Source: an optimization exercise on an open RTL-to-GDS flow (aim: small area and a short achievable clock period). Production flows keep margins and buffers that such runs may drop.
For this run, only the layout was checked, not whether the RTL still works.
Power figures rest on the tool's default switching activity, not on a simulated workload.

[design/flow/design.v]
module fp_multiplier (
    input         sign,
    input         clk,
    input         rst,
    input  [16:0] a,
    input  [16:0] b,
    output [17:0] out,
    output reg    overflow,
    output reg    underflow
);
  wire [17:0] xa = {sign & a[16], a};
  wire [17:0] yb = {sign & b[16], b};
  wire [8:0] neg_d, one_d, two_d;
  wire [18:0] ybz = {yb, 1'b0};
  genvar gi;
  generate for (gi = 0; gi < 9; gi = gi + 1) begin : benc
    wire y2 = ybz[2*gi+2], y1 = ybz[2*gi+1], y0 = ybz[2*gi];
    assign neg_d[gi] = y2 & ~(y1 & y0);
    assign one_d[gi] = y1 ^ y0;
    assign two_d[gi] = (y2 & ~y1 & ~y0) | (~y2 & y1 & y0);
  end endgenerate
  reg [17:0] xr;
  reg [8:0] negr, oner, twor;
  reg s1;
  always @(posedge clk) begin
    xr <= xa; negr <= neg_d; oner <= one_d; twor <= two_d; s1 <= sign;
  end
  wire pp1, pp2, pp3, pp4, pp5, pp6, pp7, pp8, pp9, pp10, pp11, pp12;
  wire pp13, pp14, pp15, pp16, pp17, pp18, pp19, pp20, pp21, pp22, pp23, pp24;
  wire pp25, pp26, pp27, pp28, pp29, pp30, pp31, pp32, pp33, pp34, pp35, pp36;
  wire pp37, pp38, pp39, pp40, pp41, pp42, pp43, pp44, pp45, pp46, pp47, pp48;
  wire pp49, pp50, pp51, pp52, pp53, pp54, pp55, pp56, pp57, pp58, pp59, pp60;
  wire pp61, pp62, pp63, pp64, pp65, pp66, pp67, pp68, pp69, pp70, pp71, pp72;
  wire pp73, pp74, pp75, pp76, pp77, pp78, pp79, pp80, pp81, pp82, pp83, pp84;
  wire pp85, pp86, pp87, pp88, pp89, pp90, pp91, pp92, pp93, pp94, pp95, pp96;
  wire pp97, pp98, pp99, pp100, pp101, pp102, pp103, pp104, pp105, pp106, pp107, pp108;
  wire pp109, pp110, pp111, pp112, pp113, pp114, pp115, pp116, pp117, pp118, pp119, pp120;
  wire pp121, pp122, pp123, pp124, pp125, pp126, pp127, pp128, pp129, pp130, pp131, pp132;
  wire pp133, pp134, pp135, pp136, pp137, pp138, pp139, pp140, pp141, pp142, pp143, pp144;
  wire pp145, pp146, pp147, pp148, pp149, pp150, pp151, pp152, pp153, pp154, pp155, pp156;
  wire pp157, pp158, pp159, pp160, pp161, pp162, pp163, pp164, pp165, pp166, pp167, pp168;
  wire pp169, pp170, s171, c172, s173, c174, s175, c176, s177, c178, s179, c180;
  wire s181, c182, s183, c184, s185, c186, s187, c188, s189, c190, s191, c192;
  wire s193, c194, s195, c196, s197, c198, s199, c200, s201, c202, s203, c204;
  wire s205, c206, s207, c208, s209, c210, s211, c212, s213, c214, s215, c216;
  wire s217, c218, s219, c220, s221, c222, s223, c224, s225, c226, s227, c228;
  wire s229, c230, s231, c232, s233, c234, s235, c236, s237, c238, s239, c240;
  wire s241, c242, s243, c244, s245, c246, s247, c248, s249, c250, s251, c252;
  wire s253, c254, s255, c256, s257, c258, s259, c260, s261, c262, s263, c264;
  wire s265, c266, s267, c268, s269, c270, s271, c272, s273, c274, s275, c276;
  wire s277, c278, s279, c280, s281, c282, s283, c284, s285, c286, s287, c288;
  wire s289, c290, s291, c292, s293, c294, s295, c296, s297, c298, s299, c300;
  wire s301, c302, s303, c304, s305, c306, s307, c308, s309, c310, s311, c312;
  wire s313, c314, s315, c316, s317, c318, s319, c320, s321, c322, s323, c324;
  wire s325, c326, s327, c328, s329, c330, s331, c332, s333, c334, s335, c336;
  wire s337, c338, s339, c340, s341, c342, s343, c344, s345, c346, s347, c348;
  wire s349, c350, s351, c352, s353, c354, s355, c356, s357, c358, s359, c360;
  wire s361, c362, s363, c364, s365, c366, s367, c368, s369, c370, s371, c372;
  wire s373, c374, s375, c376, s377, c378, s379, c380, s381, c382, s383, c384;
  wire s385, c386, s387, c388, s389, c390, s391, c392, s393, c394, s395, c396;
  wire s397, c398, s399, c400, s401, c402, s403, c404, s405, c406, s407, c408;
  wire s409, c410, s411, c412, s413, c414, s415, c416, s417, c418, s419, c420;
  wire s421, c422, s423, c424, s425, c426, s427, c428, s429, c430, s431, c432;
  wire s433, c434, s435, c436, s437, c438, s439, c440, s441, c442, s443, c444;
  wire s445, c446, s447, c448, s449, c450, s451, c452, s453, c454, s455, c456;
  wire s457, c458, hg459, hp460, hg461, hp462, hg463, hp464, hg465, hp466, hg467, hp468;
  wire hg469, hp470, hg471, hp472, hg473, hp474, hg475, hp476, hg477, hp478, hg479, hp480;
  wire hg481, hp482, hg483, hp484, hg485, hp486, hg487, hp488, hg489, hp490, hg491, hp492;
  wire hg493, hp494, hg495, hp496, hg497, hp498, hg499, hp500, hg501, hp502, hg503, hp504;
  wire hg505, hp506, hg507, hp508, hg509, hp510, hg511, hp512, hg513, hp514, hg515, hp516;
  wire hg517, hp518, hg519, hp520, hg521, hp522, hg523, hp524, hg525, hp526, hG527, hP528;
  wire hG529, hP530, hG531, hP532, hG533, hP534, hG535, hP536, hG537, hP538, hG539, hP540;
  wire hG541, hP542, hG543, hP544, hG545, hP546, hG547, hP548, hG549, hP550, hG551, hP552;
  wire hG553, hP554, hG555, hP556, hG557, hP558, hG559, hP560, hG561, hP562, hG563, hP564;
  wire hG565, hP566, hG567, hP568, hG569, hP570, hG571, hP572, hG573, hP574, hG575, hP576;
  wire hG577, hP578, hG579, hP580, hG581, hP582, hG583, hP584, hG585, hP586, hG587, hP588;
  wire hG589, hP590, hG591, hP592, hG593, hP594, hG595, hP596, hG597, hP598, hG599, hP600;
  wire hG601, hP602, hG603, hP604, hG605, hP606, hG607, hP608, hG609, hP610, hG611, hP612;
  wire hG613, hP614, hG615, hP616, hG617, hP618, hG619, hP620, hG621, hP622, hG623, hP624;
  wire hG625, hP626, hG627, hP628, hG629, hP630, hG631, hP632, hG633, hP634, hG635, hP636;
  wire hG637, hP638, hG639, hP640, hG641, hP642, hG643, hP644, hG645, hP646, hG647, hP648;
  wire hG649, hP650, hG651, hP652, hG653, hP654, hG655, hP656, hG657, hP658, hG659, hP660;
  wire hG661, hP662, hG663, hP664, hG665, hP666, hG667, hP668, hG669, hP670, hG671, hP672;
  wire hG673, hP674, hG675, hP676, hG677, hP678, hG679, hP680, hG681, hP682, hG683, hP684;
  wire hG685, hP686, hG687, hP688, hG689, hP690, hG691, hP692;
  assign pp1 = ((oner[0] & xr[0])) ^ negr[0];
  assign pp2 = ((oner[0] & xr[1]) | (twor[0] & xr[0])) ^ negr[0];
  assign pp3 = ((oner[0] & xr[2]) | (twor[0] & xr[1])) ^ negr[0];
  assign pp4 = ((oner[0] & xr[3]) | (twor[0] & xr[2])) ^ negr[0];
  assign pp5 = ((oner[0] & xr[4]) | (twor[0] & xr[3])) ^ negr[0];
  assign pp6 = ((oner[0] & xr[5]) | (twor[0] & xr[4])) ^ negr[0];
  assign pp7 = ((oner[0] & xr[6]) | (twor[0] & xr[5])) ^ negr[0];
  assign pp8 = ((oner[0] & xr[7]) | (twor[0] & xr[6])) ^ negr[0];
  assign pp9 = ((oner[0] & xr[8]) | (twor[0] & xr[7])) ^ negr[0];
  assign pp10 = ((oner[0] & xr[9]) | (twor[0] & xr[8])) ^ negr[0];
  assign pp11 = ((oner[0] & xr[10]) | (twor[0] & xr[9])) ^ negr[0];
  assign pp12 = ((oner[0] & xr[11]) | (twor[0] & xr[10])) ^ negr[0];
  assign pp13 = ((oner[0] & xr[12]) | (twor[0] & xr[11])) ^ negr[0];
  assign pp14 = ((oner[0] & xr[13]) | (twor[0] & xr[12])) ^ negr[0];
  assign pp15 = ((oner[0] & xr[14]) | (twor[0] & xr[13])) ^ negr[0];
  assign pp16 = ((oner[0] & xr[15]) | (twor[0] & xr[14])) ^ negr[0];
  assign pp17 = ((oner[0] & xr[16]) | (twor[0] & xr[15])) ^ negr[0];
  assign pp18 = ((oner[0] & xr[17]) | (twor[0] & xr[16])) ^ negr[0];
  assign pp19 = ~(((oner[0] & xr[17]) | (twor[0] & xr[17])) ^ negr[0]);
  assign pp20 = ((oner[1] & xr[0])) ^ negr[1];
  assign pp21 = ((oner[1] & xr[1]) | (twor[1] & xr[0])) ^ negr[1];
  assign pp22 = ((oner[1] & xr[2]) | (twor[1] & xr[1])) ^ negr[1];
  assign pp23 = ((oner[1] & xr[3]) | (twor[1] & xr[2])) ^ negr[1];
  assign pp24 = ((oner[1] & xr[4]) | (twor[1] & xr[3])) ^ negr[1];
  assign pp25 = ((oner[1] & xr[5]) | (twor[1] & xr[4])) ^ negr[1];
  assign pp26 = ((oner[1] & xr[6]) | (twor[1] & xr[5])) ^ negr[1];
  assign pp27 = ((oner[1] & xr[7]) | (twor[1] & xr[6])) ^ negr[1];
  assign pp28 = ((oner[1] & xr[8]) | (twor[1] & xr[7])) ^ negr[1];
  assign pp29 = ((oner[1] & xr[9]) | (twor[1] & xr[8])) ^ negr[1];
  assign pp30 = ((oner[1] & xr[10]) | (twor[1] & xr[9])) ^ negr[1];
  assign pp31 = ((oner[1] & xr[11]) | (twor[1] & xr[10])) ^ negr[1];
  assign pp32 = ((oner[1] & xr[12]) | (twor[1] & xr[11])) ^ negr[1];
  assign pp33 = ((oner[1] & xr[13]) | (twor[1] & xr[12])) ^ negr[1];
  assign pp34 = ((oner[1] & xr[14]) | (twor[1] & xr[13])) ^ negr[1];
  assign pp35 = ((oner[1] & xr[15]) | (twor[1] & xr[14])) ^ negr[1];
  assign pp36 = ((oner[1] & xr[16]) | (twor[1] & xr[15])) ^ negr[1];
  assign pp37 = ((oner[1] & xr[17]) | (twor[1] & xr[16])) ^ negr[1];
  assign pp38 = ~(((oner[1] & xr[17]) | (twor[1] & xr[17])) ^ negr[1]);
  assign pp39 = ((oner[2] & xr[0])) ^ negr[2];
  assign pp40 = ((oner[2] & xr[1]) | (twor[2] & xr[0])) ^ negr[2];
  assign pp41 = ((oner[2] & xr[2]) | (twor[2] & xr[1])) ^ negr[2];
  assign pp42 = ((oner[2] & xr[3]) | (twor[2] & xr[2])) ^ negr[2];
  assign pp43 = ((oner[2] & xr[4]) | (twor[2] & xr[3])) ^ negr[2];
  assign pp44 = ((oner[2] & xr[5]) | (twor[2] & xr[4])) ^ negr[2];
  assign pp45 = ((oner[2] & xr[6]) | (twor[2] & xr[5])) ^ negr[2];
  assign pp46 = ((oner[2] & xr[7]) | (twor[2] & xr[6])) ^ negr[2];
  assign pp47 = ((oner[2] & xr[8]) | (twor[2] & xr[7])) ^ negr[2];
  assign pp48 = ((oner[2] & xr[9]) | (twor[2] & xr[8])) ^ negr[2];
  assign pp49 = ((oner[2] & xr[10]) | (twor[2] & xr[9])) ^ negr[2];
  assign pp50 = ((oner[2] & xr[11]) | (twor[2] & xr[10])) ^ negr[2];
  assign pp51 = ((oner[2] & xr[12]) | (twor[2] & xr[11])) ^ negr[2];
  assign pp52 = ((oner[2] & xr[13]) | (twor[2] & xr[12])) ^ negr[2];
  assign pp53 = ((oner[2] & xr[14]) | (twor[2] & xr[13])) ^ negr[2];
  assign pp54 = ((oner[2] & xr[15]) | (twor[2] & xr[14])) ^ negr[2];
  assign pp55 = ((oner[2] & xr[16]) | (twor[2] & xr[15])) ^ negr[2];
  assign pp56 = ((oner[2] & xr[17]) | (twor[2] & xr[16])) ^ negr[2];
  assign pp57 = ~(((oner[2] & xr[17]) | (twor[2] & xr[17])) ^ negr[2]);
  assign pp58 = ((oner[3] & xr[0])) ^ negr[3];
  assign pp59 = ((oner[3] & xr[1]) | (twor[3] & xr[0])) ^ negr[3];
  assign pp60 = ((oner[3] & xr[2]) | (twor[3] & xr[1])) ^ negr[3];
  assign pp61 = ((oner[3] & xr[3]) | (twor[3] & xr[2])) ^ negr[3];
  assign pp62 = ((oner[3] & xr[4]) | (twor[3] & xr[3])) ^ negr[3];
  assign pp63 = ((oner[3] & xr[5]) | (twor[3] & xr[4])) ^ negr[3];
  assign pp64 = ((oner[3] & xr[6]) | (twor[3] & xr[5])) ^ negr[3];
  assign pp65 = ((oner[3] & xr[7]) | (twor[3] & xr[6])) ^ negr[3];
  assign pp66 = ((oner[3] & xr[8]) | (twor[3] & xr[7])) ^ negr[3];
  assign pp67 = ((oner[3] & xr[9]) | (twor[3] & xr[8])) ^ negr[3];
  assign pp68 = ((oner[3] & xr[10]) | (twor[3] & xr[9])) ^ negr[3];
  assign pp69 = ((oner[3] & xr[11]) | (twor[3] & xr[10])) ^ negr[3];
  assign pp70 = ((oner[3] & xr[12]) | (twor[3] & xr[11])) ^ negr[3];
  assign pp71 = ((oner[3] & xr[13]) | (twor[3] & xr[12])) ^ negr[3];
  assign pp72 = ((oner[3] & xr[14]) | (twor[3] & xr[13])) ^ negr[3];
  assign pp73 = ((oner[3] & xr[15]) | (twor[3] & xr[14])) ^ negr[3];
  assign pp74 = ((oner[3] & xr[16]) | (twor[3] & xr[15])) ^ negr[3];
  assign pp75 = ((oner[3] & xr[17]) | (twor[3] & xr[16])) ^ negr[3];
  assign pp76 = ~(((oner[3] & xr[17]) | (twor[3] & xr[17])) ^ negr[3]);
  assign pp77 = ((oner[4] & xr[0])) ^ negr[4];
  assign pp78 = ((oner[4] & xr[1]) | (twor[4] & xr[0])) ^ negr[4];
  assign pp79 = ((oner[4] & xr[2]) | (twor[4] & xr[1])) ^ negr[4];
  assign pp80 = ((oner[4] & xr[3]) | (twor[4] & xr[2])) ^ negr[4];
  assign pp81 = ((oner[4] & xr[4]) | (twor[4] & xr[3])) ^ negr[4];
  assign pp82 = ((oner[4] & xr[5]) | (twor[4] & xr[4])) ^ negr[4];
  assign pp83 = ((oner[4] & xr[6]) | (twor[4] & xr[5])) ^ negr[4];
  assign pp84 = ((oner[4] & xr[7]) | (twor[4] & xr[6])) ^ negr[4];
  assign pp85 = ((oner[4] & xr[8]) | (twor[4] & xr[7])) ^ negr[4];
  assign pp86 = ((oner[4] & xr[9]) | (twor[4] & xr[8])) ^ negr[4];
  assign pp87 = ((oner[4] & xr[10]) | (twor[4] & xr[9])) ^ negr[4];
  assign pp88 = ((oner[4] & xr[11]) | (twor[4] & xr[10])) ^ negr[4];
  assign pp89 = ((oner[4] & xr[12]) | (twor[4] & xr[11])) ^ negr[4];
  assign pp90 = ((oner[4] & xr[13]) | (twor[4] & xr[12])) ^ negr[4];
  assign pp91 = ((oner[4] & xr[14]) | (twor[4] & xr[13])) ^ negr[4];
  assign pp92 = ((oner[4] & xr[15]) | (twor[4] & xr[14])) ^ negr[4];
  assign pp93 = ((oner[4] & xr[16]) | (twor[4] & xr[15])) ^ negr[4];
  assign pp94 = ((oner[4] & xr[17]) | (twor[4] & xr[16])) ^ negr[4];
  assign pp95 = ~(((oner[4] & xr[17]) | (twor[4] & xr[17])) ^ negr[4]);
  assign pp96 = ((oner[5] & xr[0])) ^ negr[5];
  assign pp97 = ((oner[5] & xr[1]) | (twor[5] & xr[0])) ^ negr[5];
  assign pp98 = ((oner[5] & xr[2]) | (twor[5] & xr[1])) ^ negr[5];
  assign pp99 = ((oner[5] & xr[3]) | (twor[5] & xr[2])) ^ negr[5];
  assign pp100 = ((oner[5] & xr[4]) | (twor[5] & xr[3])) ^ negr[5];
  assign pp101 = ((oner[5] & xr[5]) | (twor[5] & xr[4])) ^ negr[5];
  assign pp102 = ((oner[5] & xr[6]) | (twor[5] & xr[5])) ^ negr[5];
  assign pp103 = ((oner[5] & xr[7]) | (twor[5] & xr[6])) ^ negr[5];
  assign pp104 = ((oner[5] & xr[8]) | (twor[5] & xr[7])) ^ negr[5];
  assign pp105 = ((oner[5] & xr[9]) | (twor[5] & xr[8])) ^ negr[5];
  assign pp106 = ((oner[5] & xr[10]) | (twor[5] & xr[9])) ^ negr[5];
  assign pp107 = ((oner[5] & xr[11]) | (twor[5] & xr[10])) ^ negr[5];
  assign pp108 = ((oner[5] & xr[12]) | (twor[5] & xr[11])) ^ negr[5];
  assign pp109 = ((oner[5] & xr[13]) | (twor[5] & xr[12])) ^ negr[5];
  assign pp110 = ((oner[5] & xr[14]) | (twor[5] & xr[13])) ^ negr[5];
  assign pp111 = ((oner[5] & xr[15]) | (twor[5] & xr[14])) ^ negr[5];
  assign pp112 = ((oner[5] & xr[16]) | (twor[5] & xr[15])) ^ negr[5];
  assign pp113 = ((oner[5] & xr[17]) | (twor[5] & xr[16])) ^ negr[5];
  assign pp114 = ~(((oner[5] & xr[17]) | (twor[5] & xr[17])) ^ negr[5]);
  assign pp115 = ((oner[6] & xr[0])) ^ negr[6];
  assign pp116 = ((oner[6] & xr[1]) | (twor[6] & xr[0])) ^ negr[6];
  assign pp117 = ((oner[6] & xr[2]) | (twor[6] & xr[1])) ^ negr[6];
  assign pp118 = ((oner[6] & xr[3]) | (twor[6] & xr[2])) ^ negr[6];
  assign pp119 = ((oner[6] & xr[4]) | (twor[6] & xr[3])) ^ negr[6];
  assign pp120 = ((oner[6] & xr[5]) | (twor[6] & xr[4])) ^ negr[6];
  assign pp121 = ((oner[6] & xr[6]) | (twor[6] & xr[5])) ^ negr[6];
  assign pp122 = ((oner[6] & xr[7]) | (twor[6] & xr[6])) ^ negr[6];
  assign pp123 = ((oner[6] & xr[8]) | (twor[6] & xr[7])) ^ negr[6];
  assign pp124 = ((oner[6] & xr[9]) | (twor[6] & xr[8])) ^ negr[6];
  assign pp125 = ((oner[6] & xr[10]) | (twor[6] & xr[9])) ^ negr[6];
  assign pp126 = ((oner[6] & xr[11]) | (twor[6] & xr[10])) ^ negr[6];
  assign pp127 = ((oner[6] & xr[12]) | (twor[6] & xr[11])) ^ negr[6];
  assign pp128 = ((oner[6] & xr[13]) | (twor[6] & xr[12])) ^ negr[6];
  assign pp129 = ((oner[6] & xr[14]) | (twor[6] & xr[13])) ^ negr[6];
  assign pp130 = ((oner[6] & xr[15]) | (twor[6] & xr[14])) ^ negr[6];
  assign pp131 = ((oner[6] & xr[16]) | (twor[6] & xr[15])) ^ negr[6];
  assign pp132 = ((oner[6] & xr[17]) | (twor[6] & xr[16])) ^ negr[6];
  assign pp133 = ~(((oner[6] & xr[17]) | (twor[6] & xr[17])) ^ negr[6]);
  assign pp134 = ((oner[7] & xr[0])) ^ negr[7];
  assign pp135 = ((oner[7] & xr[1]) | (twor[7] & xr[0])) ^ negr[7];
  assign pp136 = ((oner[7] & xr[2]) | (twor[7] & xr[1])) ^ negr[7];
  assign pp137 = ((oner[7] & xr[3]) | (twor[7] & xr[2])) ^ negr[7];
  assign pp138 = ((oner[7] & xr[4]) | (twor[7] & xr[3])) ^ negr[7];
  assign pp139 = ((oner[7] & xr[5]) | (twor[7] & xr[4])) ^ negr[7];
  assign pp140 = ((oner[7] & xr[6]) | (twor[7] & xr[5])) ^ negr[7];
  assign pp141 = ((oner[7] & xr[7]) | (twor[7] & xr[6])) ^ negr[7];
  assign pp142 = ((oner[7] & xr[8]) | (twor[7] & xr[7])) ^ negr[7];
  assign pp143 = ((oner[7] & xr[9]) | (twor[7] & xr[8])) ^ negr[7];
  assign pp144 = ((oner[7] & xr[10]) | (twor[7] & xr[9])) ^ negr[7];
  assign pp145 = ((oner[7] & xr[11]) | (twor[7] & xr[10])) ^ negr[7];
  assign pp146 = ((oner[7] & xr[12]) | (twor[7] & xr[11])) ^ negr[7];
  assign pp147 = ((oner[7] & xr[13]) | (twor[7] & xr[12])) ^ negr[7];
  assign pp148 = ((oner[7] & xr[14]) | (twor[7] & xr[13])) ^ negr[7];
  assign pp149 = ((oner[7] & xr[15]) | (twor[7] & xr[14])) ^ negr[7];
  assign pp150 = ((oner[7] & xr[16]) | (twor[7] & xr[15])) ^ negr[7];
  assign pp151 = ((oner[7] & xr[17]) | (twor[7] & xr[16])) ^ negr[7];
  assign pp152 = ~(((oner[7] & xr[17]) | (twor[7] & xr[17])) ^ negr[7]);
  assign pp153 = ((oner[8] & xr[0])) ^ negr[8];
  assign pp154 = ((oner[8] & xr[1]) | (twor[8] & xr[0])) ^ negr[8];
  assign pp155 = ((oner[8] & xr[2]) | (twor[8] & xr[1])) ^ negr[8];
  assign pp156 = ((oner[8] & xr[3]) | (twor[8] & xr[2])) ^ negr[8];
  assign pp157 = ((oner[8] & xr[4]) | (twor[8] & xr[3])) ^ negr[8];
  assign pp158 = ((oner[8] & xr[5]) | (twor[8] & xr[4])) ^ negr[8];
  assign pp159 = ((oner[8] & xr[6]) | (twor[8] & xr[5])) ^ negr[8];
  assign pp160 = ((oner[8] & xr[7]) | (twor[8] & xr[6])) ^ negr[8];
  assign pp161 = ((oner[8] & xr[8]) | (twor[8] & xr[7])) ^ negr[8];
  assign pp162 = ((oner[8] & xr[9]) | (twor[8] & xr[8])) ^ negr[8];
  assign pp163 = ((oner[8] & xr[10]) | (twor[8] & xr[9])) ^ negr[8];
  assign pp164 = ((oner[8] & xr[11]) | (twor[8] & xr[10])) ^ negr[8];
  assign pp165 = ((oner[8] & xr[12]) | (twor[8] & xr[11])) ^ negr[8];
  assign pp166 = ((oner[8] & xr[13]) | (twor[8] & xr[12])) ^ negr[8];
  assign pp167 = ((oner[8] & xr[14]) | (twor[8] & xr[13])) ^ negr[8];
  assign pp168 = ((oner[8] & xr[15]) | (twor[8] & xr[14])) ^ negr[8];
  assign pp169 = ((oner[8] & xr[16]) | (twor[8] & xr[15])) ^ negr[8];
  assign pp170 = ((oner[8] & xr[17]) | (twor[8] & xr[16])) ^ negr[8];
  assign s171 = negr[8] ^ pp17;
  assign c172 = negr[8] & pp17;
  assign s173 = pp18 ^ pp35;
  assign c174 = pp18 & pp35;
  assign s175 = 1'b1 ^ pp19 ^ pp36;
  assign c176 = (1'b1 & pp19) | (pp36 & (1'b1 ^ pp19));
  assign s177 = 1'b1 ^ pp37;
  assign c178 = 1'b1 & pp37;
  assign s179 = negr[5] ^ pp11;
  assign c180 = negr[5] & pp11;
  assign s181 = pp12 ^ pp29;
  assign c182 = pp12 & pp29;
  assign s183 = negr[6] ^ pp13 ^ pp30;
  assign c184 = (negr[6] & pp13) | (pp30 & (negr[6] ^ pp13));
  assign s185 = pp47 ^ pp64;
  assign c186 = pp47 & pp64;
  assign s187 = pp14 ^ pp31 ^ pp48;
  assign c188 = (pp14 & pp31) | (pp48 & (pp14 ^ pp31));
  assign s189 = pp65 ^ pp82;
  assign c190 = pp65 & pp82;
  assign s191 = negr[7] ^ pp15 ^ pp32;
  assign c192 = (negr[7] & pp15) | (pp32 & (negr[7] ^ pp15));
  assign s193 = pp49 ^ pp66 ^ pp83;
  assign c194 = (pp49 & pp66) | (pp83 & (pp49 ^ pp66));
  assign s195 = pp100 ^ pp117;
  assign c196 = pp100 & pp117;
  assign s197 = pp16 ^ pp33 ^ pp50;
  assign c198 = (pp16 & pp33) | (pp50 & (pp16 ^ pp33));
  assign s199 = pp67 ^ pp84 ^ pp101;
  assign c200 = (pp67 & pp84) | (pp101 & (pp67 ^ pp84));
  assign s201 = pp118 ^ pp135;
  assign c202 = pp118 & pp135;
  assign s203 = pp34 ^ pp51 ^ pp68;
  assign c204 = (pp34 & pp51) | (pp68 & (pp34 ^ pp51));
  assign s205 = pp85 ^ pp102 ^ pp119;
  assign c206 = (pp85 & pp102) | (pp119 & (pp85 ^ pp102));
  assign s207 = pp136 ^ pp153 ^ s171;
  assign c208 = (pp136 & pp153) | (s171 & (pp136 ^ pp153));
  assign s209 = pp52 ^ pp69 ^ pp86;
  assign c210 = (pp52 & pp69) | (pp86 & (pp52 ^ pp69));
  assign s211 = pp103 ^ pp120 ^ pp137;
  assign c212 = (pp103 & pp120) | (pp137 & (pp103 ^ pp120));
  assign s213 = pp154 ^ c172 ^ s173;
  assign c214 = (pp154 & c172) | (s173 & (pp154 ^ c172));
  assign s215 = pp53 ^ pp70 ^ pp87;
  assign c216 = (pp53 & pp70) | (pp87 & (pp53 ^ pp70));
  assign s217 = pp104 ^ pp121 ^ pp138;
  assign c218 = (pp104 & pp121) | (pp138 & (pp104 ^ pp121));
  assign s219 = pp155 ^ c174 ^ s175;
  assign c220 = (pp155 & c174) | (s175 & (pp155 ^ c174));
  assign s221 = pp54 ^ pp71 ^ pp88;
  assign c222 = (pp54 & pp71) | (pp88 & (pp54 ^ pp71));
  assign s223 = pp105 ^ pp122 ^ pp139;
  assign c224 = (pp105 & pp122) | (pp139 & (pp105 ^ pp122));
  assign s225 = pp156 ^ s177 ^ c176;
  assign c226 = (pp156 & s177) | (c176 & (pp156 ^ s177));
  assign s227 = pp38 ^ pp55 ^ pp72;
  assign c228 = (pp38 & pp55) | (pp72 & (pp38 ^ pp55));
  assign s229 = pp89 ^ pp106 ^ pp123;
  assign c230 = (pp89 & pp106) | (pp123 & (pp89 ^ pp106));
  assign s231 = pp140 ^ pp157 ^ c178;
  assign c232 = (pp140 & pp157) | (c178 & (pp140 ^ pp157));
  assign s233 = 1'b1 ^ pp56 ^ pp73;
  assign c234 = (1'b1 & pp56) | (pp73 & (1'b1 ^ pp56));
  assign s235 = pp90 ^ pp107 ^ pp124;
  assign c236 = (pp90 & pp107) | (pp124 & (pp90 ^ pp107));
  assign s237 = pp141 ^ pp158;
  assign c238 = pp141 & pp158;
  assign s239 = pp57 ^ pp74 ^ pp91;
  assign c240 = (pp57 & pp74) | (pp91 & (pp57 ^ pp74));
  assign s241 = pp108 ^ pp125 ^ pp142;
  assign c242 = (pp108 & pp125) | (pp142 & (pp108 ^ pp125));
  assign s243 = 1'b1 ^ pp75 ^ pp92;
  assign c244 = (1'b1 & pp75) | (pp92 & (1'b1 ^ pp75));
  assign s245 = pp109 ^ pp126;
  assign c246 = pp109 & pp126;
  assign s247 = pp76 ^ pp93 ^ pp110;
  assign c248 = (pp76 & pp93) | (pp110 & (pp76 ^ pp93));
  assign s249 = 1'b1 ^ pp94;
  assign c250 = 1'b1 & pp94;
  assign s251 = negr[3] ^ pp7;
  assign c252 = negr[3] & pp7;
  assign s253 = pp8 ^ pp25;
  assign c254 = pp8 & pp25;
  assign s255 = negr[4] ^ pp9 ^ pp26;
  assign c256 = (negr[4] & pp9) | (pp26 & (negr[4] ^ pp9));
  assign s257 = pp43 ^ pp60;
  assign c258 = pp43 & pp60;
  assign s259 = pp10 ^ pp27 ^ pp44;
  assign c260 = (pp10 & pp27) | (pp44 & (pp10 ^ pp27));
  assign s261 = pp61 ^ pp78;
  assign c262 = pp61 & pp78;
  assign s263 = pp28 ^ pp45 ^ pp62;
  assign c264 = (pp28 & pp45) | (pp62 & (pp28 ^ pp45));
  assign s265 = pp79 ^ pp96 ^ s179;
  assign c266 = (pp79 & pp96) | (s179 & (pp79 ^ pp96));
  assign s267 = pp46 ^ pp63 ^ pp80;
  assign c268 = (pp46 & pp63) | (pp80 & (pp46 ^ pp63));
  assign s269 = pp97 ^ c180 ^ s181;
  assign c270 = (pp97 & c180) | (s181 & (pp97 ^ c180));
  assign s271 = pp81 ^ pp98 ^ pp115;
  assign c272 = (pp81 & pp98) | (pp115 & (pp81 ^ pp98));
  assign s273 = c182 ^ s185 ^ s183;
  assign c274 = (c182 & s185) | (s183 & (c182 ^ s185));
  assign s275 = pp99 ^ pp116 ^ c186;
  assign c276 = (pp99 & pp116) | (c186 & (pp99 ^ pp116));
  assign s277 = s189 ^ c184 ^ s187;
  assign c278 = (s189 & c184) | (s187 & (s189 ^ c184));
  assign s279 = pp134 ^ c190 ^ s195;
  assign c280 = (pp134 & c190) | (s195 & (pp134 ^ c190));
  assign s281 = c188 ^ s191 ^ s193;
  assign c282 = (c188 & s191) | (s193 & (c188 ^ s191));
  assign s283 = c196 ^ s201 ^ c192;
  assign c284 = (c196 & s201) | (c192 & (c196 ^ s201));
  assign s285 = c194 ^ s197 ^ s199;
  assign c286 = (c194 & s197) | (s199 & (c194 ^ s197));
  assign s287 = c202 ^ c198 ^ c200;
  assign c288 = (c202 & c198) | (c200 & (c202 ^ c198));
  assign s289 = s203 ^ s205 ^ s207;
  assign c290 = (s203 & s205) | (s207 & (s203 ^ s205));
  assign s291 = c204 ^ c206 ^ s209;
  assign c292 = (c204 & c206) | (s209 & (c204 ^ c206));
  assign s293 = s211 ^ c208 ^ s213;
  assign c294 = (s211 & c208) | (s213 & (s211 ^ c208));
  assign s295 = c210 ^ c212 ^ s215;
  assign c296 = (c210 & c212) | (s215 & (c210 ^ c212));
  assign s297 = s217 ^ c214 ^ s219;
  assign c298 = (s217 & c214) | (s219 & (s217 ^ c214));
  assign s299 = c216 ^ c218 ^ s221;
  assign c300 = (c216 & c218) | (s221 & (c216 ^ c218));
  assign s301 = s223 ^ c220 ^ s225;
  assign c302 = (s223 & c220) | (s225 & (s223 ^ c220));
  assign s303 = c222 ^ c224 ^ s227;
  assign c304 = (c222 & c224) | (s227 & (c222 ^ c224));
  assign s305 = s229 ^ s231 ^ c226;
  assign c306 = (s229 & s231) | (c226 & (s229 ^ s231));
  assign s307 = s237 ^ c228 ^ c230;
  assign c308 = (s237 & c228) | (c230 & (s237 ^ c228));
  assign s309 = s233 ^ s235 ^ c232;
  assign c310 = (s233 & s235) | (c232 & (s233 ^ s235));
  assign s311 = pp159 ^ c238 ^ c234;
  assign c312 = (pp159 & c238) | (c234 & (pp159 ^ c238));
  assign s313 = c236 ^ s239 ^ s241;
  assign c314 = (c236 & s239) | (s241 & (c236 ^ s239));
  assign s315 = pp143 ^ pp160 ^ s245;
  assign c316 = (pp143 & pp160) | (s245 & (pp143 ^ pp160));
  assign s317 = c240 ^ c242 ^ s243;
  assign c318 = (c240 & c242) | (s243 & (c240 ^ c242));
  assign s319 = pp127 ^ pp144 ^ pp161;
  assign c320 = (pp127 & pp144) | (pp161 & (pp127 ^ pp144));
  assign s321 = c246 ^ c244 ^ s247;
  assign c322 = (c246 & c244) | (s247 & (c246 ^ c244));
  assign s323 = pp111 ^ pp128 ^ pp145;
  assign c324 = (pp111 & pp128) | (pp145 & (pp111 ^ pp128));
  assign s325 = pp162 ^ s249 ^ c248;
  assign c326 = (pp162 & s249) | (c248 & (pp162 ^ s249));
  assign s327 = pp95 ^ pp112 ^ pp129;
  assign c328 = (pp95 & pp112) | (pp129 & (pp95 ^ pp112));
  assign s329 = pp146 ^ pp163 ^ c250;
  assign c330 = (pp146 & pp163) | (c250 & (pp146 ^ pp163));
  assign s331 = 1'b1 ^ pp113 ^ pp130;
  assign c332 = (1'b1 & pp113) | (pp130 & (1'b1 ^ pp113));
  assign s333 = pp147 ^ pp164;
  assign c334 = pp147 & pp164;
  assign s335 = pp114 ^ pp131 ^ pp148;
  assign c336 = (pp114 & pp131) | (pp148 & (pp114 ^ pp131));
  assign s337 = 1'b1 ^ pp132;
  assign c338 = 1'b1 & pp132;
  assign s339 = negr[2] ^ pp5;
  assign c340 = negr[2] & pp5;
  assign s341 = pp6 ^ pp23;
  assign c342 = pp6 & pp23;
  assign s343 = pp24 ^ pp41 ^ pp58;
  assign c344 = (pp24 & pp41) | (pp58 & (pp24 ^ pp41));
  assign s345 = pp42 ^ pp59 ^ c252;
  assign c346 = (pp42 & pp59) | (c252 & (pp42 ^ pp59));
  assign s347 = pp77 ^ c254 ^ s257;
  assign c348 = (pp77 & c254) | (s257 & (pp77 ^ c254));
  assign s349 = c258 ^ s261 ^ c256;
  assign c350 = (c258 & s261) | (c256 & (c258 ^ s261));
  assign s351 = c262 ^ c260 ^ s263;
  assign c352 = (c262 & c260) | (s263 & (c262 ^ c260));
  assign s353 = c264 ^ s267 ^ c266;
  assign c354 = (c264 & s267) | (c266 & (c264 ^ s267));
  assign s355 = c268 ^ s271 ^ c270;
  assign c356 = (c268 & s271) | (c270 & (c268 ^ s271));
  assign s357 = c272 ^ s275 ^ c274;
  assign c358 = (c272 & s275) | (c274 & (c272 ^ s275));
  assign s359 = c276 ^ s279 ^ c278;
  assign c360 = (c276 & s279) | (c278 & (c276 ^ s279));
  assign s361 = c280 ^ c282 ^ s283;
  assign c362 = (c280 & c282) | (s283 & (c280 ^ c282));
  assign s363 = c284 ^ c286 ^ s287;
  assign c364 = (c284 & c286) | (s287 & (c284 ^ c286));
  assign s365 = c288 ^ s291 ^ c290;
  assign c366 = (c288 & s291) | (c290 & (c288 ^ s291));
  assign s367 = c292 ^ s295 ^ c294;
  assign c368 = (c292 & s295) | (c294 & (c292 ^ s295));
  assign s369 = c296 ^ s299 ^ c298;
  assign c370 = (c296 & s299) | (c298 & (c296 ^ s299));
  assign s371 = c300 ^ s303 ^ s305;
  assign c372 = (c300 & s303) | (s305 & (c300 ^ s303));
  assign s373 = c304 ^ s307 ^ s309;
  assign c374 = (c304 & s307) | (s309 & (c304 ^ s307));
  assign s375 = c308 ^ s311 ^ s313;
  assign c376 = (c308 & s311) | (s313 & (c308 ^ s311));
  assign s377 = s315 ^ c312 ^ c314;
  assign c378 = (s315 & c312) | (c314 & (s315 ^ c312));
  assign s379 = s319 ^ c316 ^ c318;
  assign c380 = (s319 & c316) | (c318 & (s319 ^ c316));
  assign s381 = c320 ^ s323 ^ c322;
  assign c382 = (c320 & s323) | (c322 & (c320 ^ s323));
  assign s383 = c324 ^ s327 ^ s329;
  assign c384 = (c324 & s327) | (s329 & (c324 ^ s327));
  assign s385 = s333 ^ c328 ^ s331;
  assign c386 = (s333 & c328) | (s331 & (s333 ^ c328));
  assign s387 = pp165 ^ c334 ^ c332;
  assign c388 = (pp165 & c334) | (c332 & (pp165 ^ c334));
  assign s389 = pp149 ^ pp166 ^ s337;
  assign c390 = (pp149 & pp166) | (s337 & (pp149 ^ pp166));
  assign s391 = pp133 ^ pp150 ^ pp167;
  assign c392 = (pp133 & pp150) | (pp167 & (pp133 ^ pp150));
  assign s393 = 1'b1 ^ pp151;
  assign c394 = 1'b1 & pp151;
  assign s395 = negr[1] ^ pp3;
  assign c396 = negr[1] & pp3;
  assign s397 = pp4 ^ pp21;
  assign c398 = pp4 & pp21;
  assign s399 = pp22 ^ pp39 ^ s339;
  assign c400 = (pp22 & pp39) | (s339 & (pp22 ^ pp39));
  assign s401 = pp40 ^ c340 ^ s341;
  assign c402 = (pp40 & c340) | (s341 & (pp40 ^ c340));
  assign s403 = c342 ^ s251 ^ s343;
  assign c404 = (c342 & s251) | (s343 & (c342 ^ s251));
  assign s405 = s253 ^ c344 ^ s345;
  assign c406 = (s253 & c344) | (s345 & (s253 ^ c344));
  assign s407 = s255 ^ c346 ^ s347;
  assign c408 = (s255 & c346) | (s347 & (s255 ^ c346));
  assign s409 = s259 ^ c348 ^ s349;
  assign c410 = (s259 & c348) | (s349 & (s259 ^ c348));
  assign s411 = s265 ^ c350 ^ s351;
  assign c412 = (s265 & c350) | (s351 & (s265 ^ c350));
  assign s413 = s269 ^ c352 ^ s353;
  assign c414 = (s269 & c352) | (s353 & (s269 ^ c352));
  assign s415 = s273 ^ c354 ^ s355;
  assign c416 = (s273 & c354) | (s355 & (s273 ^ c354));
  assign s417 = s277 ^ c356 ^ s357;
  assign c418 = (s277 & c356) | (s357 & (s277 ^ c356));
  assign s419 = s281 ^ c358 ^ s359;
  assign c420 = (s281 & c358) | (s359 & (s281 ^ c358));
  assign s421 = s285 ^ c360 ^ s361;
  assign c422 = (s285 & c360) | (s361 & (s285 ^ c360));
  assign s423 = s289 ^ c362 ^ s363;
  assign c424 = (s289 & c362) | (s363 & (s289 ^ c362));
  assign s425 = s293 ^ c364 ^ s365;
  assign c426 = (s293 & c364) | (s365 & (s293 ^ c364));
  assign s427 = s297 ^ c366 ^ s367;
  assign c428 = (s297 & c366) | (s367 & (s297 ^ c366));
  assign s429 = s301 ^ c368 ^ s369;
  assign c430 = (s301 & c368) | (s369 & (s301 ^ c368));
  assign s431 = c302 ^ s371 ^ c370;
  assign c432 = (c302 & s371) | (c370 & (c302 ^ s371));
  assign s433 = c306 ^ s373 ^ c372;
  assign c434 = (c306 & s373) | (c372 & (c306 ^ s373));
  assign s435 = c310 ^ s375 ^ c374;
  assign c436 = (c310 & s375) | (c374 & (c310 ^ s375));
  assign s437 = s317 ^ c376 ^ s377;
  assign c438 = (s317 & c376) | (s377 & (s317 ^ c376));
  assign s439 = s321 ^ c378 ^ s379;
  assign c440 = (s321 & c378) | (s379 & (s321 ^ c378));
  assign s441 = s325 ^ c380 ^ s381;
  assign c442 = (s325 & c380) | (s381 & (s325 ^ c380));
  assign s443 = c326 ^ s383 ^ c382;
  assign c444 = (c326 & s383) | (c382 & (c326 ^ s383));
  assign s445 = c330 ^ s385 ^ c384;
  assign c446 = (c330 & s385) | (c384 & (c330 ^ s385));
  assign s447 = s335 ^ c386 ^ s387;
  assign c448 = (s335 & c386) | (s387 & (s335 ^ c386));
  assign s449 = c336 ^ s389 ^ c388;
  assign c450 = (c336 & s389) | (c388 & (c336 ^ s389));
  assign s451 = c338 ^ s391 ^ c390;
  assign c452 = (c338 & s391) | (c390 & (c338 ^ s391));
  assign s453 = pp168 ^ s393 ^ c392;
  assign c454 = (pp168 & s393) | (c392 & (pp168 ^ s393));
  assign s455 = pp152 ^ pp169 ^ c394;
  assign c456 = (pp152 & pp169) | (c394 & (pp152 ^ pp169));
  assign s457 = 1'b1 ^ pp170;
  assign c458 = 1'b1 & pp170;
  wire [33:0] ha_w = {c456, c454, c452, c450, c448, c446, c444, c442, c440, c438, c436, c434, c432, c430, c428, c426, c424, c422, c420, c418, c416, c414, c412, c410, c408, c406, c404, c402, c400, c398, c396, s395, pp2, negr[0]};
  wire [33:0] hb_w = {s457, s455, s453, s451, s449, s447, s445, s443, s441, s439, s437, s435, s433, s431, s429, s427, s425, s423, s421, s419, s417, s415, s413, s411, s409, s407, s405, s403, s401, s399, s397, pp20, 1'b0, pp1};
  reg [33:0] ra, rb;
  reg lor, land, ck, s2, rst_d;
  always @(posedge clk) begin
    ra <= ha_w; rb <= hb_w; s2 <= s1; rst_d <= rst;
  end
  assign hg459 = (ra[0] & rb[0]);
  assign hp460 = (ra[0] ^ rb[0]);
  assign hg461 = (ra[1] & rb[1]);
  assign hp462 = (ra[1] ^ rb[1]);
  assign hg463 = (ra[2] & rb[2]);
  assign hp464 = (ra[2] ^ rb[2]);
  assign hg465 = (ra[3] & rb[3]);
  assign hp466 = (ra[3] ^ rb[3]);
  assign hg467 = (ra[4] & rb[4]);
  assign hp468 = (ra[4] ^ rb[4]);
  assign hg469 = (ra[5] & rb[5]);
  assign hp470 = (ra[5] ^ rb[5]);
  assign hg471 = (ra[6] & rb[6]);
  assign hp472 = (ra[6] ^ rb[6]);
  assign hg473 = (ra[7] & rb[7]);
  assign hp474 = (ra[7] ^ rb[7]);
  assign hg475 = (ra[8] & rb[8]);
  assign hp476 = (ra[8] ^ rb[8]);
  assign hg477 = (ra[9] & rb[9]);
  assign hp478 = (ra[9] ^ rb[9]);
  assign hg479 = (ra[10] & rb[10]);
  assign hp480 = (ra[10] ^ rb[10]);
  assign hg481 = (ra[11] & rb[11]);
  assign hp482 = (ra[11] ^ rb[11]);
  assign hg483 = (ra[12] & rb[12]);
  assign hp484 = (ra[12] ^ rb[12]);
  assign hg485 = (ra[13] & rb[13]);
  assign hp486 = (ra[13] ^ rb[13]);
  assign hg487 = (ra[14] & rb[14]);
  assign hp488 = (ra[14] ^ rb[14]);
  assign hg489 = (ra[15] & rb[15]);
  assign hp490 = (ra[15] ^ rb[15]);
  assign hg491 = (ra[16] & rb[16]);
  assign hp492 = (ra[16] ^ rb[16]);
  assign hg493 = (ra[17] & rb[17]);
  assign hp494 = (ra[17] ^ rb[17]);
  assign hg495 = (ra[18] & rb[18]);
  assign hp496 = (ra[18] ^ rb[18]);
  assign hg497 = (ra[19] & rb[19]);
  assign hp498 = (ra[19] ^ rb[19]);
  assign hg499 = (ra[20] & rb[20]);
  assign hp500 = (ra[20] ^ rb[20]);
  assign hg501 = (ra[21] & rb[21]);
  assign hp502 = (ra[21] ^ rb[21]);
  assign hg503 = (ra[22] & rb[22]);
  assign hp504 = (ra[22] ^ rb[22]);
  assign hg505 = (ra[23] & rb[23]);
  assign hp506 = (ra[23] ^ rb[23]);
  assign hg507 = (ra[24] & rb[24]);
  assign hp508 = (ra[24] ^ rb[24]);
  assign hg509 = (ra[25] & rb[25]);
  assign hp510 = (ra[25] ^ rb[25]);
  assign hg511 = (ra[26] & rb[26]);
  assign hp512 = (ra[26] ^ rb[26]);
  assign hg513 = (ra[27] & rb[27]);
  assign hp514 = (ra[27] ^ rb[27]);
  assign hg515 = (ra[28] & rb[28]);
  assign hp516 = (ra[28] ^ rb[28]);
  assign hg517 = (ra[29] & rb[29]);
  assign hp518 = (ra[29] ^ rb[29]);
  assign hg519 = (ra[30] & rb[30]);
  assign hp520 = (ra[30] ^ rb[30]);
  assign hg521 = (ra[31] & rb[31]);
  assign hp522 = (ra[31] ^ rb[31]);
  assign hg523 = (ra[32] & rb[32]);
  assign hp524 = (ra[32] ^ rb[32]);
  assign hg525 = (ra[33] & rb[33]);
  assign hp526 = (ra[33] ^ rb[33]);
  assign hG527 = hg461 | (hp462 & hg459);
  assign hP528 = hp462 & hp460;
  assign hG529 = hg465 | (hp466 & hg463);
  assign hP530 = hp466 & hp464;
  assign hG531 = hg469 | (hp470 & hg467);
  assign hP532 = hp470 & hp468;
  assign hG533 = hg473 | (hp474 & hg471);
  assign hP534 = hp474 & hp472;
  assign hG535 = hg477 | (hp478 & hg475);
  assign hP536 = hp478 & hp476;
  assign hG537 = hg481 | (hp482 & hg479);
  assign hP538 = hp482 & hp480;
  assign hG539 = hg485 | (hp486 & hg483);
  assign hP540 = hp486 & hp484;
  assign hG541 = hg489 | (hp490 & hg487);
  assign hP542 = hp490 & hp488;
  assign hG543 = hg493 | (hp494 & hg491);
  assign hP544 = hp494 & hp492;
  assign hG545 = hg497 | (hp498 & hg495);
  assign hP546 = hp498 & hp496;
  assign hG547 = hg501 | (hp502 & hg499);
  assign hP548 = hp502 & hp500;
  assign hG549 = hg505 | (hp506 & hg503);
  assign hP550 = hp506 & hp504;
  assign hG551 = hg509 | (hp510 & hg507);
  assign hP552 = hp510 & hp508;
  assign hG553 = hg513 | (hp514 & hg511);
  assign hP554 = hp514 & hp512;
  assign hG555 = hg517 | (hp518 & hg515);
  assign hP556 = hp518 & hp516;
  assign hG557 = hg521 | (hp522 & hg519);
  assign hP558 = hp522 & hp520;
  assign hG559 = hg525 | (hp526 & hg523);
  assign hP560 = hp526 & hp524;
  assign hG561 = hg463 | (hp464 & hG527);
  assign hP562 = hp464 & hP528;
  assign hG563 = hG529 | (hP530 & hG527);
  assign hP564 = hP530 & hP528;
  assign hG565 = hg471 | (hp472 & hG531);
  assign hP566 = hp472 & hP532;
  assign hG567 = hG533 | (hP534 & hG531);
  assign hP568 = hP534 & hP532;
  assign hG569 = hg479 | (hp480 & hG535);
  assign hP570 = hp480 & hP536;
  assign hG571 = hG537 | (hP538 & hG535);
  assign hP572 = hP538 & hP536;
  assign hG573 = hg487 | (hp488 & hG539);
  assign hP574 = hp488 & hP540;
  assign hG575 = hG541 | (hP542 & hG539);
  assign hP576 = hP542 & hP540;
  assign hG577 = hg495 | (hp496 & hG543);
  assign hP578 = hp496 & hP544;
  assign hG579 = hG545 | (hP546 & hG543);
  assign hP580 = hP546 & hP544;
  assign hG581 = hg503 | (hp504 & hG547);
  assign hP582 = hp504 & hP548;
  assign hG583 = hG549 | (hP550 & hG547);
  assign hP584 = hP550 & hP548;
  assign hG585 = hg511 | (hp512 & hG551);
  assign hP586 = hp512 & hP552;
  assign hG587 = hG553 | (hP554 & hG551);
  assign hP588 = hP554 & hP552;
  assign hG589 = hg519 | (hp520 & hG555);
  assign hP590 = hp520 & hP556;
  assign hG591 = hG557 | (hP558 & hG555);
  assign hP592 = hP558 & hP556;
  assign hG593 = hg467 | (hp468 & hG563);
  assign hP594 = hp468 & hP564;
  assign hG595 = hG531 | (hP532 & hG563);
  assign hP596 = hP532 & hP564;
  assign hG597 = hG565 | (hP566 & hG563);
  assign hP598 = hP566 & hP564;
  assign hG599 = hG567 | (hP568 & hG563);
  assign hP600 = hP568 & hP564;
  assign hG601 = hg483 | (hp484 & hG571);
  assign hP602 = hp484 & hP572;
  assign hG603 = hG539 | (hP540 & hG571);
  assign hP604 = hP540 & hP572;
  assign hG605 = hG573 | (hP574 & hG571);
  assign hP606 = hP574 & hP572;
  assign hG607 = hG575 | (hP576 & hG571);
  assign hP608 = hP576 & hP572;
  assign hG609 = hg499 | (hp500 & hG579);
  assign hP610 = hp500 & hP580;
  assign hG611 = hG547 | (hP548 & hG579);
  assign hP612 = hP548 & hP580;
  assign hG613 = hG581 | (hP582 & hG579);
  assign hP614 = hP582 & hP580;
  assign hG615 = hG583 | (hP584 & hG579);
  assign hP616 = hP584 & hP580;
  assign hG617 = hg515 | (hp516 & hG587);
  assign hP618 = hp516 & hP588;
  assign hG619 = hG555 | (hP556 & hG587);
  assign hP620 = hP556 & hP588;
  assign hG621 = hG589 | (hP590 & hG587);
  assign hP622 = hP590 & hP588;
  assign hG623 = hG591 | (hP592 & hG587);
  assign hP624 = hP592 & hP588;
  assign hG625 = hg475 | (hp476 & hG599);
  assign hP626 = hp476 & hP600;
  assign hG627 = hG535 | (hP536 & hG599);
  assign hP628 = hP536 & hP600;
  assign hG629 = hG569 | (hP570 & hG599);
  assign hP630 = hP570 & hP600;
  assign hG631 = hG571 | (hP572 & hG599);
  assign hP632 = hP572 & hP600;
  assign hG633 = hG601 | (hP602 & hG599);
  assign hP634 = hP602 & hP600;
  assign hG635 = hG603 | (hP604 & hG599);
  assign hP636 = hP604 & hP600;
  assign hG637 = hG605 | (hP606 & hG599);
  assign hP638 = hP606 & hP600;
  assign hG639 = hG607 | (hP608 & hG599);
  assign hP640 = hP608 & hP600;
  assign hG641 = hg507 | (hp508 & hG615);
  assign hP642 = hp508 & hP616;
  assign hG643 = hG551 | (hP552 & hG615);
  assign hP644 = hP552 & hP616;
  assign hG645 = hG585 | (hP586 & hG615);
  assign hP646 = hP586 & hP616;
  assign hG647 = hG587 | (hP588 & hG615);
  assign hP648 = hP588 & hP616;
  assign hG649 = hG617 | (hP618 & hG615);
  assign hP650 = hP618 & hP616;
  assign hG651 = hG619 | (hP620 & hG615);
  assign hP652 = hP620 & hP616;
  assign hG653 = hG621 | (hP622 & hG615);
  assign hP654 = hP622 & hP616;
  assign hG655 = hG623 | (hP624 & hG615);
  assign hP656 = hP624 & hP616;
  assign hG657 = hg491 | (hp492 & hG639);
  assign hP658 = hp492 & hP640;
  assign hG659 = hG543 | (hP544 & hG639);
  assign hP660 = hP544 & hP640;
  assign hG661 = hG577 | (hP578 & hG639);
  assign hP662 = hP578 & hP640;
  assign hG663 = hG579 | (hP580 & hG639);
  assign hP664 = hP580 & hP640;
  assign hG665 = hG609 | (hP610 & hG639);
  assign hP666 = hP610 & hP640;
  assign hG667 = hG611 | (hP612 & hG639);
  assign hP668 = hP612 & hP640;
  assign hG669 = hG613 | (hP614 & hG639);
  assign hP670 = hP614 & hP640;
  assign hG671 = hG615 | (hP616 & hG639);
  assign hP672 = hP616 & hP640;
  assign hG673 = hG641 | (hP642 & hG639);
  assign hP674 = hP642 & hP640;
  assign hG675 = hG643 | (hP644 & hG639);
  assign hP676 = hP644 & hP640;
  assign hG677 = hG645 | (hP646 & hG639);
  assign hP678 = hP646 & hP640;
  assign hG679 = hG647 | (hP648 & hG639);
  assign hP680 = hP648 & hP640;
  assign hG681 = hG649 | (hP650 & hG639);
  assign hP682 = hP650 & hP640;
  assign hG683 = hG651 | (hP652 & hG639);
  assign hP684 = hP652 & hP640;
  assign hG685 = hG653 | (hP654 & hG639);
  assign hP686 = hP654 & hP640;
  assign hG687 = hG655 | (hP656 & hG639);
  assign hP688 = hP656 & hP640;
  assign hG689 = hg523 | (hp524 & hG687);
  assign hP690 = hp524 & hP688;
  assign hG691 = hG559 | (hP560 & hG687);
  assign hP692 = hP560 & hP688;
  wire [33:0] ph = {(hp526 ^ hG689), (hp524 ^ hG687), (hp522 ^ hG685), (hp520 ^ hG683), (hp518 ^ hG681), (hp516 ^ hG679), (hp514 ^ hG677), (hp512 ^ hG675), (hp510 ^ hG673), (hp508 ^ hG671), (hp506 ^ hG669), (hp504 ^ hG667), (hp502 ^ hG665), (hp500 ^ hG663), (hp498 ^ hG661), (hp496 ^ hG659), (hp494 ^ hG657), (hp492 ^ hG639), (hp490 ^ hG637), (hp488 ^ hG635), (hp486 ^ hG633), (hp484 ^ hG631), (hp482 ^ hG629), (hp480 ^ hG627), (hp478 ^ hG625), (hp476 ^ hG599), (hp474 ^ hG597), (hp472 ^ hG595), (hp470 ^ hG593), (hp468 ^ hG563), (hp466 ^ hG561), (hp464 ^ hG527), (hp462 ^ hg459), hp460};
  wire neg = s2 & ph[33];
  wire ovf_w = neg ? ~&ph[33:25] : |ph[33:24];
  wire unf_w = neg ? ~&ph[15:0] : |ph[15:0];
  wire clr = rst | rst_d;
  reg [17:0] out_r;
  always @(posedge clk) begin
    out_r     <= clr ? 18'd0 : ph[31:14];
    overflow  <= clr ? 1'b0 : ovf_w;
    underflow <= clr ? 1'b0 : unf_w;
  end
  assign out = out_r;
endmodule
[design/flow/constraint.sdc]
create_clock -name core_clock -period 8.0 [get_ports {clk}]
set_input_delay 1.6000 -clock core_clock [delete_from_list [all_inputs] [get_ports {clk}]]
set_output_delay 1.6000 -clock core_clock [all_outputs]
set_load 0.01 [all_outputs]
[design/flow/run.sh]
#!/bin/bash
# synth_recipe.tcl (not shown) runs the flow's synth.tcl, then flattens the netlist and writes it again
# the make line also repeats each setting of config.mk as NAME=value (left out here)
make -C /OpenROAD-flow-scripts/flow DESIGN_CONFIG=/design/flow/config.mk WORK_HOME=/design/flow/orfs CLKGATE_MAP_FILE= SYNTH_SCRIPT=/design/flow/synth_recipe.tcl finish
[design/flow/config.mk]
export PLATFORM = sky130hd
export DESIGN_NAME = fp_multiplier
export DESIGN_NICKNAME = fp_multiplier
export VERILOG_FILES = /design/flow/design.v
export SDC_FILE = /design/flow/constraint.sdc
export NUM_CORES = 4
export LEC_CHECK = 0
export CAP_MARGIN = 20
export CORE_MARGIN = 2
export CORE_UTILIZATION = 40
export SLEW_MARGIN = 20
==> notes.md <==
Yosys cell counts, types with 3 or more instances:
master | count | area share, %
a21oi_1 | 23 | 1.1
xnor2_1 | 102 | 8.2
nor2b_1 | 13 | 0.75
inv_1 | 132 | 4.6
fa_1 | 121 | 22
ha_1 | 63 | 7.3
nand4_1 | 4 | 0.23
and2_1 | 5 | 0.29
nand3_1 | 4 | 0.18
or2_2 | 3 | 0.17
nor4_1 | 5 | 0.29
a31oi_1 | 5 | 0.29
buf_2 | 3 | 0.14
nor2_1 | 30 | 1.0
xor2_1 | 88 | 7.1
a21o_1 | 6 | 0.42
a211oi_2 | 3 | 0.35
dfxtp_1 | 135 | 25
a22oi_1 | 153 | 11
nand2b_1 | 7 | 0.40
buf_1 | 19 | 0.66
nand3b_1 | 3 | 0.21
nor3_1 | 12 | 0.55
clkbuf_1 | 73 | 2.5
nand2_1 | 33 | 1.1
o21ai_0 | 24 | 1.1
a211oi_1 | 3 | 0.21
per-stage QoR:
| stage | hold slack (ns) | setup slack (ns) | instance area (µm²) | power, mW | cells |
|---|---|---|---|---|---|
| final | 0.428 | 3.29 | 12100 | 4.56 | 1452 |
| after global routing | 0.415 | 2.86 | 12100 | 5.05 | 1452 |
| after CTS | 0.411 | 3.24 | 12100 | 4.60 | 1452 |
| after detailed placement | 0.395 | 3.28 | 11500 | 3.82 | 1420 |
| after global placement | 0.396 | 3.34 | 11500 | 3.80 | 1420 |
| after floorplan | 0.310 | 3.89 | 10800 | 3.02 | 1108 |
worst paths after layout:
kind,endpoint
worst max-delay path,underflow$_SDFF_PP0_
worst min-delay path,s2$_DFF_P_
worst max register to register,underflow$_SDFF_PP0_
worst min register to register,s2$_DFF_P_
power breakdown:
part	internal (mW)	switching [mW]	leakage (nW)	total, mW
registers	0.911	0.144	1.13	1.05
logic	1.19	1.56	3.67	2.75
clock network	0.409	0.347	0.272	0.756
total	2.51	2.05	5.07	4.56
area by class of cell:
class | instances | area [µm²] | share of cell area (%)
clock inverter | 15 | 133 | 1.10
multi-input combinational | 744 | 7280 | 60.1
tap | 341 | 427 | 3.52
clock buffer | 17 | 425 | 3.51
inverter | 134 | 503 | 4.16
sequential | 135 | 2700 | 22.3
timing repair buffer | 66 | 636 | 5.25
flip-flops by register name (all words and copies together) (netlist names):
| register | cells |
|---|---|
| ra | 34 |
| rb | 33 |
| out_r | 18 |
| xr | 18 |
| negr | 9 |
| oner | 9 |
| twor | 9 |
| overflow | 1 |
| rst_d | 1 |
| s1 | 1 |
| s2 | 1 |
| underflow | 1 |
cell usage in the layout, fill, tap and decap left out, types with 2 or more instances in the layout:
cell type / netlist / final
inv_6: 0 / 7
a21oi_1: 23 / 23
o21bai_1: 2 / 2
a211oi_2: 3 / 3
clkbuf_16: 0 / 17
a211oi_1: 3 / 3
nor2b_1: 13 / 13
buf_4: 0 / 10
nand2b_1: 7 / 7
nand4_1: 4 / 4
ha_1: 63 / 63
xor2_1: 88 / 88
a31oi_1: 5 / 5
a21o_1: 6 / 6
xnor2_1: 102 / 102
or4_1: 2 / 2
and2_1: 5 / 5
or2_2: 3 / 3
o21ai_0: 24 / 24
clkinvlp_4: 0 / 2
nor2_1: 30 / 30
nand3_1: 4 / 4
nor4_1: 5 / 5
inv_8: 0 / 3
clkinv_4: 0 / 2
nor3_1: 12 / 12
nand3b_1: 3 / 3
o21ai_1: 2 / 2
clkdlybuf4s50_1: 0 / 56
and4_1: 2 / 2
a22oi_1: 153 / 153
or3_1: 2 / 2
fa_1: 121 / 121
dfxtp_1: 135 / 135
inv_1: 132 / 132
nand2_1: 33 / 33
logic make-up after synthesis:
family	Yosys count	share of synthesized area, %
DFF	135	24.9
xor gates and xnor gates	190	15.3
and+or+nand+nor	130	6.18
muxes	1	0.0923
AOI/OAI and AO/OA	239	15.9
buffers and inverters	229	7.96
adders and majority gates	184	29.6
worst reg2reg max path, stage by stage, from the launching register on:
cell       delay, ns
dfxtp_1         0.31
ha_1            0.32
o211ai_1        0.14
o211ai_2        0.22
nand4_1         0.23
a211oi_2        0.44
o2111ai_2       0.22
a211oi_2        0.28
nand2_1         0.10
nand2b_1        0.07
a21oi_1         0.07
fa_1            0.38
xor2_1          0.16
xnor2_1         0.17
nand2_1         0.18
or4_1           0.53
or4_1           0.42
o41ai_1         0.27
a31oi_1         0.07
routing by layer:
layer / part of all wire (%) / wire [µm] / vias up / GRT usage [%]
met5: 0 / 0 / - / 0
met4: 1.6 / 416 / 0 / 5.88
met3: 7.3 / 1910 / 28 / 3.67
met2: 44 / 11300 / 317 / 29.3
met1: 48 / 12400 / 3654 / 27.9
li1: - / - / 3657 / -
==> results.yml <==
finish:
  final_core_util_pct: 45.2
  drive_above_1_share_pct: 4.95
  antenna_cells: 0
  area_growth_pct: 11.6
  nNetsFinal: 1319
  nFillCells: 2566
synthesis:
  avgSynthCellArea_um2: 9.79
  synth-edff-count: 0
  synth_seq_cells: 135
  syn_area_um2: 10800
  synth_cell_types: 58
  ys.flop_type: "dfxtp_1"
  async_reset_ff_share_pct: 0
  netlist_instances: 1108
  syn-num-nets: 1329
  yosys_warnings: 1
  ys_seq_area_share_pct: 24.9
floorplanning:
  pin_count: 57
  die_w_um: 169
  die_area_um2: 28400
  core_um2: 26800
  rows: 60
  initial_utilization_pct: 40.5
  die_h_um: 169
critical_path:
  critPathLaunchType: "flip-flop"
  cp.required_ns: 8.30
  crit_chain: "ha_1 > o211ai_1 > o211ai_2 > nand4_1 > a211oi_2 > o2111ai_2 > a211oi_2 > nand2_1 > nand2b_1 > a21oi_1 > fa_1 > xor2_1 > xnor2_1 > nand2_1 > or4_1 > or4_1 > o41ai_1 > a31oi_1"
  slowest_delay_ns: 0.53
  crit_family: "compound AO/OA/AOI/OAI gates"
  arrival_ns: 5.01
  cp.depth: 18
  cpMaxStageDelayCell: "or4_1"
  reg2reg_from: "ra[5]$_DFF_P_"
  r2r_cells: 18
  reg2reg_slack_ns: 3.29
  cp_max_fo: 5
  cp-startpoint: "ra[5]$_DFF_P_"
  cp_num_buf_inv: 0
  worstSetupPathType: "reg2reg"
  setup.worst_path.end_class: "flip-flop"
timing:
  hold_viol: 0
  post-route-period-util_pct: 58.9
  drv_slew: 0
  setup_viol: 0
  rsz0062_at_grt: "false"
  tns_ns: 0
  fin_crit_ns: 4.71
  max_freq_mhz: 212
  maxSlewHeadroom_pct: 34.3
  clock_skew_ns: 0.0140
  worst_slew_pin_slew_ns: 0.984
flow_run:
  maxCapViolCount: 0
placement:
  port_buffers: 56
  dp_hpwl_um: 18400
  place_congestion: 0.855
routing:
  via_per_inst: 5.27
  postRouteAntennaNets: 0
  drc_errors: 0
  num_vias: 7656
  drt_iter0_markers: 557
  first_pass_iters: 5
  drt-total-wl_um: 26000
  wire_per_inst_um: 17.9
run_status:
  outcome: "timing/DRC/antenna clean"
cts:
  ctsHoldBuffers: 0
  cts-buffers-inserted: 17
  cts_resized: 0
  cts_root_buffer: "clkbuf_16"
  clock_path_buffers: 2
  cts_num_sinks: 135
  cts_tree: "done"
  clk_latency_ns: 0.43
  htree_levels: 4
  post-cts-setup-buffers: 0
  cts.clk_slew.worst_paths_ns: 0.07
worst_hold_path:
  hold_path_startpoint: "s1$_DFF_P_"
  hold_depth: 0
  hp-class: "reg2reg"
pwr:
  p_leak_nw: 5.07
  power.density_nw_per_um2: 377
  ir_drop_mv: 0.148
grt:
  grt_max_degree: 21
  grt_overflow: 0
  grt_pass1_wl_um: 42700
  grt_pass1_vias: 7817
  antenna_found_initial: 0
  grt_usage_pct: 19.3

## port drivers added, routing unchanged
In the flow no input, the clock included, has a driving cell. The finished layout below was timed again as built, in two steps. Step 1 assumes that a clkbuf_16 drives the clock port and a buf_2 every other input. Step 2 adds t to the input delays and takes it off the output delays; t is the mean of the earliest and latest rising clock arrival at the registers after step 1. Input paths then give back, and output paths get back, about the clock's delay inside the block. Three values: ideal, step 1, step 2; two values: the first two.
t (ns): 0.475
setup slack, ns: 3.290 / 3.290 / 3.290
worst setup path after step 2: register to register
slew at the worst register clock pin (ns): 0.07 / 0.07
pins driven straight from the clock port: 1
After both steps this run still meets setup and hold. For this run, drivers alone change the setup slack by 0.000 ns; drivers and shift together by 0.000 ns.
